This design comes from an exercise in tuning for small area on the open sky130 flow, not from production work.
The RTL was checked by simulation tests, not by an equivalence proof against the original design.
No activity file was given, so power comes from the tool's default toggle rates.

main:
## vga_stats_display
module vga_stats_display(
	input clk,
	input rst,
	input [3:0] data_trans,
	input [3:0] data_recev,
	input [15:0] received1,
	input [15:0] received2,
	input [15:0] received3,
	input [15:0] received4,
	input [15:0] transmitted1,
	input [15:0] transmitted2,
	input [15:0] transmitted3,
	input [15:0] transmitted4,
	input [10:0] drop1,
	input [10:0] drop2,
	input [10:0] drop3,
	input [10:0] drop4,
	input [2:0] count1,
	input [2:0] count2,
	input [2:0] count3,
	input [2:0] count4,
	input [11:0] buffer1,
	input [11:0] buffer2,
	input [11:0] buffer3,
	input [11:0] buffer4,
	output [7:0] RED,
	output [7:0] GREEN,
	output [7:0] BLUE,
	output HSYNC,
	output VSYNC
);
	wire [9:0] x, y;
	wire show;
	wire [2:0] pixel;
	Vga vg(.pixelClock(clk), .reset(rst), .HSYNC(HSYNC), .VSYNC(VSYNC),
		.x(x), .y(y), .show(show));
	Renderer rend(.clk(clk), .x(x), .y(y), .data_trans(data_trans), .data_recev(data_recev),
		.received1(received1), .received2(received2), .received3(received3), .received4(received4),
		.transmitted1(transmitted1), .transmitted2(transmitted2), .transmitted3(transmitted3), .transmitted4(transmitted4),
		.drop1(drop1), .drop2(drop2), .drop3(drop3), .drop4(drop4),
		.count1(count1), .count2(count2), .count3(count3), .count4(count4),
		.buffer1(buffer1), .buffer2(buffer2), .buffer3(buffer3), .buffer4(buffer4),
		.pixel(pixel));
	reg [2:0] p1, p2, p3, p4, rgb;
  ...
Size in the first run: ~1400 cells after synthesis, ~270 I/O pins, about 8200 um2 of cells after synthesis.
==> flow/config.mk <==
export PLATFORM = sky130hd
export DESIGN_NAME = vga_stats_display
export DESIGN_NICKNAME = vga_stats_display
export VERILOG_FILES = /design/flow/design.v
export SDC_FILE = /design/flow/constraint.sdc
export NUM_CORES = 4
export LEC_CHECK = 0
export ABC_AREA = 1
export CAP_MARGIN = 20
export CORE_MARGIN = 2
export CORE_UTILIZATION = 40
export CTS_BUF_LIST = sky130_fd_sc_hd__clkbuf_8
export CTS_CLUSTER_DIAMETER = 50
export CTS_CLUSTER_SIZE = 10
export GPL_TIMING_DRIVEN = 0
export SLEW_MARGIN = 30
==> flow/constraint.sdc <==
create_clock -name core_clock -period 40.0 [get_ports {clk}]
set_input_delay 8.0000 -clock core_clock [delete_from_list [all_inputs] [get_ports {clk}]]
set_output_delay 8.0000 -clock core_clock [all_outputs]
set_load 0.01 [all_outputs]
standard.sh (not shown) runs the stock make flow with config.mk's settings and CLKGATE_MAP_FILE= SYNTH_SCRIPT=/design/flow/synth_recipe.tcl, a recipe that flattens the netlist after the stock synthesis.
==> flow/flow/run.sh <==
#!/bin/bash
# Own layout flow: the standard flow, except that
#  - the port buffers are sky130_fd_sc_hd__buf_1 (every port still gets one).
# Each tool's output goes to a log file of its own in this folder.
set -euo pipefail
W=$(pwd)
R=$W/orfs/results/$FLOW_PLATFORM/vga_stats_display/base
LIB=$FLOW_HOME/platforms/$FLOW_PLATFORM/lib/sky130_fd_sc_hd__tt_025C_1v80.lib

bash standard.sh synth > $W/flow_synth.log 2>&1
cp $R/1_2_yosys.v $W/standard_netlist.v

flops() { grep -o 'sky130_fd_sc_hd__df[a-z0-9_]* [^ ]*' "$1" | sort; }
flops $W/standard_netlist.v > $W/flops_standard.txt
best=""; best_area=""

# one round: re-optimise netlist $1 with seeds $3.. for $2 seconds each, in
# parallel; then keep the smallest netlist that passed its checks (the
# flip-flops come through unchanged, every cell is mapped)
round() {
	local in=$1 t=$2; shift 2
	local s f area
	for s in "$@"; do
		IN=$in OUT=$W/reopt_netlist_$s.v ABC_T=$t ABC_S=$s LIB=$LIB \
			yosys -c $W/flow/reopt.tcl > $W/reopt_$s.log 2>&1 &
	done
	wait
	for s in "$@"; do
		f=$W/reopt_netlist_$s.v
		[[ -f $f ]] || continue
		grep -q "End of script" $W/reopt_$s.log || continue
		flops $f | cmp -s - $W/flops_standard.txt || continue
		if grep -q "assign" $f; then continue; fi
		area=$(grep -i "chip area" $W/reopt_$s.log | tail -1 | awk '{print $NF}')
		echo "seed $s from $(basename $in): area $area" >> $W/reopt_choice.log
		if [[ -z $best_area ]] || awk -v a=$area -v b=$best_area 'BEGIN{exit !(a<b)}'; then
			best=$f; best_area=$area
		fi
	done
}

round $W/standard_netlist.v ${T1:-300} 1 2 3 4
round $W/standard_netlist.v ${T1:-300} 5 6 7 8
[[ -n $best ]] || { echo "no usable re-optimised netlist" >&2; exit 1; }
cp $best $W/round1_best.v
round $W/round1_best.v ${T2:-180} 11 12 13 14
echo "chosen: $best ($best_area)" >> $W/reopt_choice.log

cp $best $R/1_2_yosys.v
rm -f $R/1_synth.odb
bash standard.sh "BUFFER_PORTS_ARGS=-buffer_cell sky130_fd_sc_hd__buf_1" finish > $W/flow_finish.log 2>&1
==> flow/flow/reopt.tcl <==
# Re-optimises the combinational logic of the standard synthesis's netlist
# with ABC. The flip-flops stay as they are (same cells, same names: they are
# black boxes here); every other cell is read as its logic function from the liberty file and mapped
# again. Environment: IN (netlist), OUT (netlist written), LIB (liberty),
# ABC_T (seconds for ABC's deepsyn), ABC_S (its random seed).
yosys read_liberty -ignore_miss_func $::env(LIB)
yosys read_verilog $::env(IN)
yosys hierarchy -top vga_stats_display
yosys setattr -mod -set blackbox 1 sky130_fd_sc_hd__df*
yosys stat -liberty $::env(LIB)
yosys flatten
yosys opt -purge
yosys abc -liberty $::env(LIB) -dont_use sky130_fd_sc_hd__probe_p_8 -dont_use sky130_fd_sc_hd__probec_p_8 -dont_use sky130_fd_sc_hd__lpflow_bleeder_1 -dont_use sky130_fd_sc_hd__lpflow_clkbufkapwr_1 -dont_use sky130_fd_sc_hd__lpflow_clkbufkapwr_16 -dont_use sky130_fd_sc_hd__lpflow_clkbufkapwr_2 -dont_use sky130_fd_sc_hd__lpflow_clkbufkapwr_4 -dont_use sky130_fd_sc_hd__lpflow_clkbufkapwr_8 -dont_use sky130_fd_sc_hd__lpflow_clkinvkapwr_1 -dont_use sky130_fd_sc_hd__lpflow_clkinvkapwr_16 -dont_use sky130_fd_sc_hd__lpflow_clkinvkapwr_2 -dont_use sky130_fd_sc_hd__lpflow_clkinvkapwr_4 -dont_use sky130_fd_sc_hd__lpflow_clkinvkapwr_8 -dont_use sky130_fd_sc_hd__lpflow_decapkapwr_12 -dont_use sky130_fd_sc_hd__lpflow_decapkapwr_3 -dont_use sky130_fd_sc_hd__lpflow_decapkapwr_4 -dont_use sky130_fd_sc_hd__lpflow_decapkapwr_6 -dont_use sky130_fd_sc_hd__lpflow_decapkapwr_8 -dont_use sky130_fd_sc_hd__lpflow_inputiso0n_1 -dont_use sky130_fd_sc_hd__lpflow_inputiso0p_1 -dont_use sky130_fd_sc_hd__lpflow_inputiso1n_1 -dont_use sky130_fd_sc_hd__lpflow_inputiso1p_1 -dont_use sky130_fd_sc_hd__lpflow_inputisolatch_1 -dont_use sky130_fd_sc_hd__lpflow_isobufsrc_1 -dont_use sky130_fd_sc_hd__lpflow_isobufsrc_16 -dont_use sky130_fd_sc_hd__lpflow_isobufsrc_2 -dont_use sky130_fd_sc_hd__lpflow_isobufsrc_4 -dont_use sky130_fd_sc_hd__lpflow_isobufsrc_8 -dont_use sky130_fd_sc_hd__lpflow_isobufsrckapwr_16 -dont_use sky130_fd_sc_hd__lpflow_lsbuf_lh_hl_isowell_tap_1 -dont_use sky130_fd_sc_hd__lpflow_lsbuf_lh_hl_isowell_tap_2 -dont_use sky130_fd_sc_hd__lpflow_lsbuf_lh_hl_isowell_tap_4 -dont_use sky130_fd_sc_hd__lpflow_lsbuf_lh_isowell_4 -dont_use sky130_fd_sc_hd__lpflow_lsbuf_lh_isowell_tap_1 -dont_use sky130_fd_sc_hd__lpflow_lsbuf_lh_isowell_tap_2 -dont_use sky130_fd_sc_hd__lpflow_lsbuf_lh_isowell_tap_4  -script "+strash;&get,-n;&deepsyn,-T,$::env(ABC_T),-S,$::env(ABC_S);&put;strash;amap"
yosys opt_clean -purge
# the mapped cells' port directions, for the checks below
yosys read_liberty -lib -nooverwrite $::env(LIB)
yosys hilomap -singleton -hicell sky130_fd_sc_hd__conb_1 HI -locell sky130_fd_sc_hd__conb_1 LO
yosys insbuf -buf sky130_fd_sc_hd__buf_1 A X
yosys splitnets
yosys opt_clean -purge
yosys check -assert
yosys stat -liberty $::env(LIB)
yosys write_verilog -noattr -nohex -nodec $::env(OUT)
Both conditions hold for main: the flow ran to the end and the final layout passed the timing, design-rule and antenna checks.
Edits applied to the flow inputs when going from main to the feature branch:
==> flow/flow/run.sh <==
#!/bin/bash
# Own layout flow: the standard flow, except that
#  - the combinational logic of the standard synthesis is re-optimised by ABC
#    (flow/reopt.tcl), with a few random seeds in parallel, keeping the
#    smallest result; the flip-flops keep their cells and names;
#  - the port buffers are sky130_fd_sc_hd__buf_1 (every port still gets one).
# Each tool's output goes to a log file of its own in this folder.
set -euo pipefail
W=$(pwd)
R=$W/orfs/results/$FLOW_PLATFORM/vga_stats_display/base
LIB=$FLOW_HOME/platforms/$FLOW_PLATFORM/lib/sky130_fd_sc_hd__tt_025C_1v80.lib

bash standard.sh synth > $W/flow_synth.log 2>&1
cp $R/1_2_yosys.v $W/standard_netlist.v

SEEDS="1 2 3 4"
for s in $SEEDS; do
	IN=$W/standard_netlist.v OUT=$W/reopt_netlist_$s.v ABC_T=${ABC_T:-300} ABC_S=$s LIB=$LIB \
		yosys -c $W/flow/reopt.tcl > $W/reopt_$s.log 2>&1 &
done
wait

# keep the smallest netlist that passed its checks: the flip-flops must come
# through unchanged, and every cell must be mapped (no logic left as expressions)
flops() { grep -o 'sky130_fd_sc_hd__df[a-z0-9_]* [^ ]*' "$1" | sort; }
flops $W/standard_netlist.v > $W/flops_standard.txt
best=""; best_area=""
for s in $SEEDS; do
	f=$W/reopt_netlist_$s.v
	[[ -f $f ]] || continue
	grep -q "End of script" $W/reopt_$s.log || continue
	flops $f | cmp -s - $W/flops_standard.txt || continue
	if grep -q "assign" $f; then continue; fi
	area=$(grep -i "chip area" $W/reopt_$s.log | tail -1 | awk '{print $NF}')
	echo "seed $s: area $area" >> $W/reopt_choice.log
	if [[ -z $best_area ]] || awk -v a=$area -v b=$best_area 'BEGIN{exit !(a<b)}'; then
		best=$f; best_area=$area
	fi
done
[[ -n $best ]] || { echo "no usable re-optimised netlist" >&2; exit 1; }
echo "chosen: $best ($best_area)" >> $W/reopt_choice.log

cp $best $R/1_2_yosys.v
rm -f $R/1_synth.odb
bash standard.sh "BUFFER_PORTS_ARGS=-buffer_cell sky130_fd_sc_hd__buf_1" finish > $W/flow_finish.log 2>&1
diff --git a/flow/config.mk b/flow/config.mk
--- a/flow/config.mk
+++ b/flow/config.mk
@@ -11,6 +11,4 @@
 export CORE_UTILIZATION = 40
-export CTS_BUF_LIST = sky130_fd_sc_hd__clkbuf_8
 export CTS_CLUSTER_DIAMETER = 50
 export CTS_CLUSTER_SIZE = 10
-export GPL_TIMING_DRIVEN = 0
 export SLEW_MARGIN = 30
[summary]
The feature branch vs. main: worst clock skew now sits lower; final HPWL from detailed placement now sits at about the same level; largest stage delay on the critical path now sits higher; area of all placed cells without fillers now sits at about the same level. The feature branch and main all finish clean. Compared with main, in the feature branch overall overflow remaining after global route closely matched the old numbers; clock buffer instance count of the final layout down 1; synthesis-to-finish area growth lower; part of the power in combinational logic lost 4.0 points; total global routing track utilization shows no meaningful change.

==> separate check: timing with driven ports <==
How much do the figures lean on ideal ports? The routed layouts below were timed once more, with nothing changed but the port constraints.
Step 1 (the two cells are an assumption about what drives the block):
set clk [get_ports {clk}]
set_driving_cell -lib_cell sky130_fd_sc_hd__clkbuf_16 $clk
set_driving_cell -lib_cell sky130_fd_sc_hd__buf_2 [delete_from_list [all_inputs] $clk]
Step 2 moves the port delays by t, midway between the first and last clock arrival at a register: inputs arrive t later, outputs are due t later. That takes back most of the time a late clock gives input paths.
Slacks: ideal / step 1 / step 2; pairs: ideal / step 1.
| run | shift t [ns] | setup WS [ns] | slew at the worst register clock pin (ns) | worst slew at a driven data input, ns |
|---|---|---|---|---|
| main | 0.352 | 17.008 / 17.015 / 16.663 | 0.11 / 0.11 | 0.09 |
| the feature branch | 0.337 | 17.471 / 17.491 / 17.155 | 0.08 / 0.08 | 0.08 |
After both steps setup and hold are still met in every run listed. The setup slack of main, which loses most, moves by +0.007 ns with the drivers and by -0.345 ns with both steps.
